This is an optimization exercise on Yosys and OpenROAD, whose aim is small area and a short achievable clock period, not a production implementation. RTL that was checked went through simulation tests only; none was proved equivalent to the original.

==> flow/design.v (excerpt) <==
module DP4_pipe(
    mode, clk, reset,
    a, b, c, d, e, f, g, h,
    DP4
);
For scale: ~11000 cells after synthesis, ~290 I/O pins, roughly 100000 sq um of cells after synthesis.
clock: 8.8 ns
lec_check: 0
cap_margin: 20
core_margin: 2
core_utilization: 40
place_density: 0.6
setup_slack_margin: 5.0
slew_margin: 20
synth_hierarchical: 1
synth_minimum_keep_size: 0
run.sh (not shown) runs the stock make flow with config.mk's settings and CLKGATE_MAP_FILE= SYNTH_SCRIPT=/design/flow/synth_recipe.tcl, a recipe that flattens the netlist after the stock synthesis.
Edit:
--- a/flow/design.v
+++ b/flow/design.v
@@ -141,65 +141,54 @@
 wire        g32 = mg[49] ? mg[25] : (mg[48] ? mg[24] : mg[23]);
 wire        r32 = mg[49] ? mg[24] : (mg[48] ? mg[23] : mg[22]);
 wire        t32 = mg[49] ? |mg[23:3] : (mg[48] ? |mg[22:2] : |mg[21:1]);
 wire        g16 = mg[49] ? mg[38] : (mg[48] ? mg[37] : mg[36]);
 wire        r16 = mg[49] ? mg[37] : (mg[48] ? mg[36] : mg[35]);
 wire        t16 = mg[49] ? |mg[36:28] : (mg[48] ? |mg[35:27] : |mg[34:26]);
 wire        c32 = g32 & (r32 | mr[0] | t32);
 wire        c16 = g16 & (r16 | mr[13] | t16);
 wire [5:0]  lz;                       
 LZC64 u_lzc({mg[46:1], 1'b1, 17'b0}, lz);
-function [46:0] lsh47h;
+function [46:0] lsh47;                
     input [46:0] v;
-    input [2:0] s;
+    input [5:0] s;
     reg [46:0] t;
     begin
-        t = s[2] ? {v[14:0], 32'b0} : v;
-        t = s[1] ? {t[30:0], 16'b0} : t;
-        lsh47h = s[0] ? {t[38:0],  8'b0} : t;
+        t = s[5] ? {v[14:0], 32'b0} : v;
+        t = s[4] ? {t[30:0], 16'b0} : t;
+        t = s[3] ? {t[38:0],  8'b0} : t;
+        t = s[2] ? {t[42:0],  4'b0} : t;
+        t = s[1] ? {t[44:0],  2'b0} : t;
+        lsh47 = s[0] ? {t[45:0],  1'b0} : t;
     end
 endfunction
-wire [46:0] mh = lsh47h(mg[46:0], lz[5:3]);
+wire [46:0] ml = lsh47(mg[46:0], lz);
 reg        m4, sgn4, up4, rsh4;
-reg [30:0] h4;                        
-reg [2:0]  lzl4;
+reg [23:0] n4;
 reg [7:0]  e4;
 reg [5:0]  lz4;
 reg [1:0]  k4;
 always @(posedge clk or posedge reset) begin
     if (reset) begin
         m4 <= 1'b0; sgn4 <= 1'b0; up4 <= 1'b0; rsh4 <= 1'b0;
-        h4 <= 31'b0; lzl4 <= 3'b0; e4 <= 8'b0; lz4 <= 6'b0; k4 <= 2'b0;
+        n4 <= 24'b0; e4 <= 8'b0; lz4 <= 6'b0; k4 <= 2'b0;
     end else begin
         m4 <= m3;
         e4 <= e3;
         sgn4 <= neg & ~zfix;
         up4 <= rsh & ~zfix & (m3 ? c32 : c16);
         rsh4 <= rsh & ~zfix;
         k4 <= k;
         lz4 <= zfix ? 6'd46 : lz;
-        lzl4 <= (rsh | zfix) ? 3'b0 : lz[2:0];
-        h4 <= zfix ? 31'b0 : (rsh ? {mr, 7'b0} : mh[46:16]);
+        n4 <= zfix ? 24'b0 : (rsh ? mr : ml[46:23]);
     end
 end
-function [23:0] lsh31l;               
-    input [30:0] v;
-    input [2:0] s;
-    reg [30:0] t;
-    begin
-        t = s[2] ? {v[26:0], 4'b0} : v;
-        t = s[1] ? {t[28:0], 2'b0} : t;
-        t = s[0] ? {t[29:0], 1'b0} : t;
-        lsh31l = t[30:7];
-    end
-endfunction
-wire [23:0] n4  = lsh31l(h4, lzl4);
 wire [7:0]  ex  = rsh4 ? e4 + {6'b0, k4} : e4 - {2'b0, lz4};
 wire [24:0] r32v = {1'b0, n4} + {24'b0, up4};
 wire [22:0] f32  = r32v[24] ? r32v[23:1] : r32v[22:0];
 wire [7:0]  x32  = ex + {7'b0, r32v[24]};
 wire [11:0] r16v = {1'b0, n4[23:13]} + {11'b0, up4};
 wire [9:0]  f16  = r16v[11] ? r16v[10:1] : r16v[9:0];
 wire [4:0]  x16  = ex[4:0] + {4'b0, r16v[11]};
 assign DP4 = m4 ? {sgn4, x32, f32} : {16'b0, sgn4, x16, f16};
 endmodule
 module MUL(x, one, two, neg, p);
Effect: The new run finished clean. Hold slack is better by 0.0042 ns. Synthesized cell count grows by 0.78%. Worst setup slack gets better by 0.20 ns. Non-clock buffer count is higher by 117. Critical path depth stays the same. Routed wire length hardly moves. Core utilization climbs by 0.30 points. Die area grows by 0.63%. Design area is higher by 1.4%.
Function not checked in the first run of this note: the RTL went through the layout flow alone.

## static timing again, ports no longer ideal
The results above use ideal ports. As a check the final layouts listed here were re-extracted and re-timed, cells and wires unchanged. Step 1 (the two cells are an assumption about what drives the block):
set clk [get_ports {clk}]
set_driving_cell -lib_cell sky130_fd_sc_hd__clkbuf_16 $clk
set_driving_cell -lib_cell sky130_fd_sc_hd__buf_2 [delete_from_list [all_inputs] $clk]
Step 2 adds t to the input delays and takes it off the output delays; t is the mean of the earliest and latest rising clock arrival at the registers after step 1. Input paths then give back, and output paths get back, about the clock's delay inside the block. Three values: ideal ports, drivers, drivers and shift; two values: the first two.
run | t, ns | slack for setup (ns) | worst hold slack (ns)
the first run | 0.840 | 3.086 / 2.979 / 3.296 | 0.324 / 0.324 / 0.324
the second run | 0.845 | 3.286 / 3.286 / 3.286 | 0.329 / 0.329 / 0.329
After both steps every run listed still meets setup and hold.
